What follows belongs to an exercise in optimizing a design on an open flow for small area and a short achievable clock period; a production flow would make more cautious choices.
In this exercise RTL edits were held to simulation tests only and were not proved equivalent to the original.
Power figures rest on the tool's default switching activity, not on a simulated workload.

`flow/config.mk`:
```
export PLATFORM = sky130hd
export DESIGN_NAME = multiplier_logic
export DESIGN_NICKNAME = multiplier_logic
export VERILOG_FILES = /design/flow/design.v
export SDC_FILE = /design/flow/constraint.sdc
export NUM_CORES = 4
export LEC_CHECK = 0
export CAP_MARGIN = 20
export CORE_MARGIN = 2
export CORE_UTILIZATION = 40
export SLEW_MARGIN = 20
```
`flow/constraint.sdc`:
```
create_clock -name core_clock -period 4.5 [get_ports {clk}]
set_input_delay 0.9000 -clock core_clock [delete_from_list [all_inputs] [get_ports {clk}]]
set_output_delay 0.9000 -clock core_clock [all_outputs]
set_load 0.01 [all_outputs]
```
`flow/design.v`:
```
module multiplier_logic (
    input  wire        clk,
    input  wire        rst_n,
    input  wire [15:0] a,
    input  wire [15:0] b,
    output reg  [31:0] y
);
     reg[15:0] a_r1,a_r2,a_r3;
     reg[15:0] b_r1,b_r2,b_r3;
    wire [31:0] pp [0:15];
    assign pp[0] = b[0] ? (a << 0) : 32'd0;
    assign pp[1] = b[1] ? (a << 1) : 32'd0;
    assign pp[2] = b[2] ? (a << 2) : 32'd0;
    assign pp[3] = b[3] ? (a << 3) : 32'd0;
    assign pp[4] = b[4] ? (a << 4) : 32'd0;
    assign pp[5] = b[5] ? (a << 5) : 32'd0;
    assign pp[6] = b[6] ? (a << 6) : 32'd0;
    assign pp[7] = b[7] ? (a << 7) : 32'd0;
	 assign pp[8] = b[8] ? (a << 8) : 32'd0;
    assign pp[9] = b[9] ? (a << 9) : 32'd0;
    assign pp[10] = b[10] ? (a << 10) : 32'd0;
    assign pp[11] = b[11] ? (a << 11) : 32'd0;
    assign pp[12] = b[12] ? (a << 12) : 32'd0;
	 assign pp[13] = b[13] ? (a << 13) : 32'd0;
    assign pp[14] = b[14] ? (a << 14) : 32'd0;
    assign pp[15] = b[15] ? (a << 15) : 32'd0;
	 reg [31:0] s1_0, s1_1, s1_2, s1_3, s1_4, s1_5, s1_6, s1_7;
    reg [31:0] s2_0, s2_1, s2_2, s2_3;
    reg [31:0] s3_0, s3_1;
    reg [31:0] s4;
    always @(posedge clk) begin
        if (!rst_n) begin
		  a_r1 <= 32'd0;a_r2 <= 32'd0;a_r3<= 32'd0;
		  b_r1 <= 32'd0;b_r2 <= 32'd0;b_r3<= 32'd0;
		      s1_0 <= 32'd0;
				s1_1 <= 32'd0;
				s1_2 <= 32'd0;
				s1_3 <= 32'd0;
				s1_4 <= 32'd0;
				s1_5 <= 32'd0;
				s1_6 <= 32'd0;
				s1_7 <= 32'd0;
				s2_0 <= 32'd0;
				s2_1 <= 32'd0;
				s2_2 <= 32'd0;
				s2_3 <= 32'd0;
				s3_0 <= 32'd0;
				s3_1 <= 32'd0;
            y  <= 32'd0;
            s4 <= 32'd0;
        end else begin
		     a_r1<=a;
           a_r2<=a_r1; 
           a_r3<=a_r2; 
			  b_r1<=b;
			  b_r2<=b_r1;
			  b_r3<=b_r2;
            s1_0 <= pp[0] + pp[1];
            s1_1 <= pp[2] + pp[3];
            s1_2 <= pp[4] + pp[5];
            s1_3 <= pp[6] + pp[7];
            s1_4 <= pp[8] + pp[9];
            s1_5 <= pp[10] + pp[11];
            s1_6 <= pp[12] + pp[13];
            s1_7 <= pp[14] + pp[15];
            s2_0 <= s1_0 + s1_1;
            s2_1 <= s1_2 + s1_3;
            s2_2 <= s1_4 + s1_5;
            s2_3 <= s1_6 + s1_7;
				s3_0  <= s2_0 + s2_1;
				s3_1  <= s2_2 + s2_3;
				s4    <= s3_0 + s3_1; 
            y  <= s4;
        end
    end
endmodule
```
`flow/run.sh`:
```
#!/bin/bash
# synth_recipe.tcl (not shown) runs the flow's synth.tcl, then flattens the netlist and writes it again
# the make line also repeats each setting of config.mk as NAME=value (left out here)
make -C /OpenROAD-flow-scripts/flow DESIGN_CONFIG=/design/flow/config.mk WORK_HOME=/design/flow/orfs CLKGATE_MAP_FILE= SYNTH_SCRIPT=/design/flow/synth_recipe.tcl finish
```
==> notes.md <==
[sequential cells by signal, indices dropped and copies added, names as in the netlist]
register,count
s2_2,21
s1_2,18
s1_7,18
s3_1,24
s2_3,20
s1_1,18
s1_4,18
s1_5,18
s1_6,18
s2_1,21
s4,32
s2_0,21
y,32
s3_0,26
s1_0,18
s1_3,18
[worst paths after layout]
check / slack [ps] / endpoint / from / cells past startpoint
max: 780 / s1_3[21] / a[0] / 12
min: 430 / y[25] / s4[25] / 1
max reg2reg: 1930 / s3_0[23] / s2_0[7] / 8
min reg2reg: 430 / y[25] / s4[25] / 1
[final cells by class]
cell class                 instances  area share
inverter                          70     0.01120
tap                              688     0.03600
clock inverter                    14    0.008111
clock buffer                      56     0.04898
timing repair buffer             105     0.04019
multi-input combinational       1988      0.5699
antenna                            1   0.0001047
sequential                       341      0.2855
[kinds of logic (layout without fill, tap and decap cells)]
kind of cell    count (synthesis)  after routing
simple gates                  960            960
compound gates                591            591
flops                         341            341
fa+ha+maj                     251            251
xor+xnor                      173            173
buf+inv                       146            245
mux                            13             13
other cells                     0              1
[where the power goes]
group,internal [mW],total [mW],switching (mW)
combinational,0.803,1.88,1.08
clock,2.04,3.30,1.25
sequential,3.32,3.44,0.127
total,6.16,8.62,2.46
[metal layers]
layer | up-vias | track usage | part of all wire | routed length [um]
li1 | 8770 | - | - | -
met1 | 7968 | 0.2395 | 0.45 | 23820
met2 | 323 | 0.3569 | 0.48 | 25180
met3 | 101 | 0.03259 | 0.041 | 2182
met4 | 6 | 0.06409 | 0.031 | 1652
met5 | - | 0 | 0.00064 | 34
[worst register-to-register path, cell delays in order (launching register included)]
cell and delay, ps:
dfxtp_1 320, ha_1 330, o21a_1 160, a21oi_1 120
a2111oi_1 590, o21ai_1 280, o21ai_1 380, a31o_1 190
a21oi_1 60
[cell usage in the layout (no fill, tap or decap), types with 7 or more instances in the layout]
cell type / synthesis / final
dfxtp_1: 341 / 341
and2_1: 335 / 335
nor2_1: 271 / 271
ha_1: 236 / 236
a21oi_1: 179 / 179
nand2_1: 131 / 131
o21ai_0: 118 / 118
xnor2_1: 91 / 91
xor2_1: 82 / 82
a21o_1: 71 / 71
inv_1: 70 / 69
clkdlybuf4s50_1: 0 / 64
a211oi_1: 42 / 42
nor3_1: 40 / 40
clkbuf_16: 0 / 40
buf_4: 2 / 40
nand2b_1: 37 / 37
nand3_1: 37 / 37
and3_1: 29 / 29
o21bai_1: 25 / 25
o21a_1: 23 / 23
nor2b_1: 20 / 20
nand4_1: 17 / 17
o211ai_1: 17 / 17
a31oi_1: 15 / 15
fa_1: 15 / 15
mux2i_1: 13 / 13
o31ai_1: 12 / 12
nor3b_1: 11 / 11
clkbuf_8: 0 / 11
or2_2: 8 / 8
o2111ai_1: 7 / 7
==> results.ini <==
[synthesis]
synth-seq-cells=341
post-synth-top-count-cell=dfxtp_1
synth.net_count=2760
netlist_top_cells_count=dfxtp_1 (341), and2_1 (335), nor2_1 (271), ha_1 (236), a21oi_1 (179)
synth_flop_cell=dfxtp_1
yosysUniqueCellTypes=76
synth_compound_area_frac=0.1798
synth_area_leaders=dfxtp_1 (32%), ha_1 (14%), and2_1 (10%)
yosysTopAreaCell=dfxtp_1
synth_xor_area_frac=0.07208
synth-adder-area-share=0.1548
postSynthCellCount=2475
synthMuxAreaShare=0.006190
synth_top_family_by_area=simple AND/OR/NAND/NOR gates
yosysTopAreaCellShare=0.3248
avgSynthCellArea_um2=8.493
seq_area_frac_synth=0.3248
synth-simple-area-share=0.2355
synth_area_mm2=0.02102
synth_edf_count=0
ys_warn_count=1
synthArstFlopShare=0

[global_route]
grt-ovfl-total=0
grt_max_degree=123
track_usage=0.1985
grt_first_pass_wirelength_um=87000
first_global_vias=17150
antenna_found_initial=5

[placement]
dp.cells=3192
io_buffers=65
dp_hpwl_um=40340
dpl_cell_area_mm2=0.02254
post-place-ws_ps=259.9
place_congestion=0.8835

[timing]
layout_setup_ws_ps=775.5
fin_crit_sh=0.8277
fmax_mhz=268.5
whs_ps=425.1
slew_violations=0
skew_ps=15.63
hold_viol=0
setup_viol=0
min_period_ps=3724
slew_headroom=0.3255
setup_tns_ps=0
rsz0062_at_grt=no
worst_slew_pin_slew_ps=1012

[routing]
viasPerCell=5.261
drt-wirelength-per-cell_um=16.20
drt_iter0_drc=977
wl_um=52870
drtAntennaViolNets=0
first_pass_iters=5
vias=17170
drc=0

[final_layout]
multi_input_area_mm2=0.01363
nets=2830
stdcell_area_mm2=0.02391
syn2layout_area_growth_pct=13.76
regArea_mm2=0.006827
final_util=0.4578
stdcell_count=3263
drive_above_1_share=0.05089
fillers=5127

[worst_hold_path]
hp-class=flip-flop to flip-flop

[clocking]
clkSlewWorstSetupHoldPaths_ps=60
clkLatencyLatePin_ps=560
clockBufferDepth=3
ctsResizeCount=0
cts.sinks=341
cts_hold_buf=0
cts_inserted_buffers=39
postCtsSetupBuffers=0
h-tree-depth=2
cts_tree=yes
cts-root-buf=clkbuf_16

[pwr]
power_density_mw_per_mm2=360.5
total_power_mw=8.621
p_leak_nw=10.68
vdd_drop_max_v=0.0002403

[flow_run]
maxCapViolations=0

[critical_path]
crit_slowest_cell=clkdlybuf4s50_1
crit_path_cell_trace=clkdlybuf4s50_1, buf_4, and2_1, ha_1, fa_1, a21o_1, a211oi_1, o21ai_0, a41oi_1, o21ai_0, xnor2_1, nor2_1
crit_path_max_fanout=10
startpoint_type=input pin
critPathKind=input pin to flip-flop
cp_data_arrival_time_ps=4120
slowest_delay_ps=640
setup.worst_path.end_class=flip-flop
crit_buf_inv=2
cpLargestDelayFamily=compound AO/OA/AOI/OAI gates
critPathMostFrequentCell=o21ai_0
crit_required_ps=4890

[status]
status=no timing/DRC/antenna violations

[floorplanning]
fp.dieW_um=233.2
dieArea_mm2=0.05440
rows=84
initial_core_util=0.4024
fp.dieH_um=233.2
fp.coreArea_mm2=0.05224
pin_count=66

==> what the ideal ports hide <==
Ports are ideal in the flow. The routed layout listed here was re-timed in OpenROAD. Step 1 (the two cells are an assumption about what drives the block):
set clk [get_ports {clk}]
set_driving_cell -lib_cell sky130_fd_sc_hd__clkbuf_16 $clk
set_driving_cell -lib_cell sky130_fd_sc_hd__buf_2 [delete_from_list [all_inputs] $clk]
Step 2, shift: input delay + t, output delay - t, t = (earliest + latest rising clock arrival at the registers) / 2. This alone moves slack from input paths to output paths. Three values: ideal ports, drivers, drivers and shift; two values: the first two.
t, ns: 0.602
slack for setup (ns): 0.776 / 0.805 / 0.203
worst data-port slew with drivers (ns): 0.09
After both steps this run still meets setup and hold. For this run, drivers alone change the setup slack by +0.029 ns; drivers and shift together by -0.573 ns.
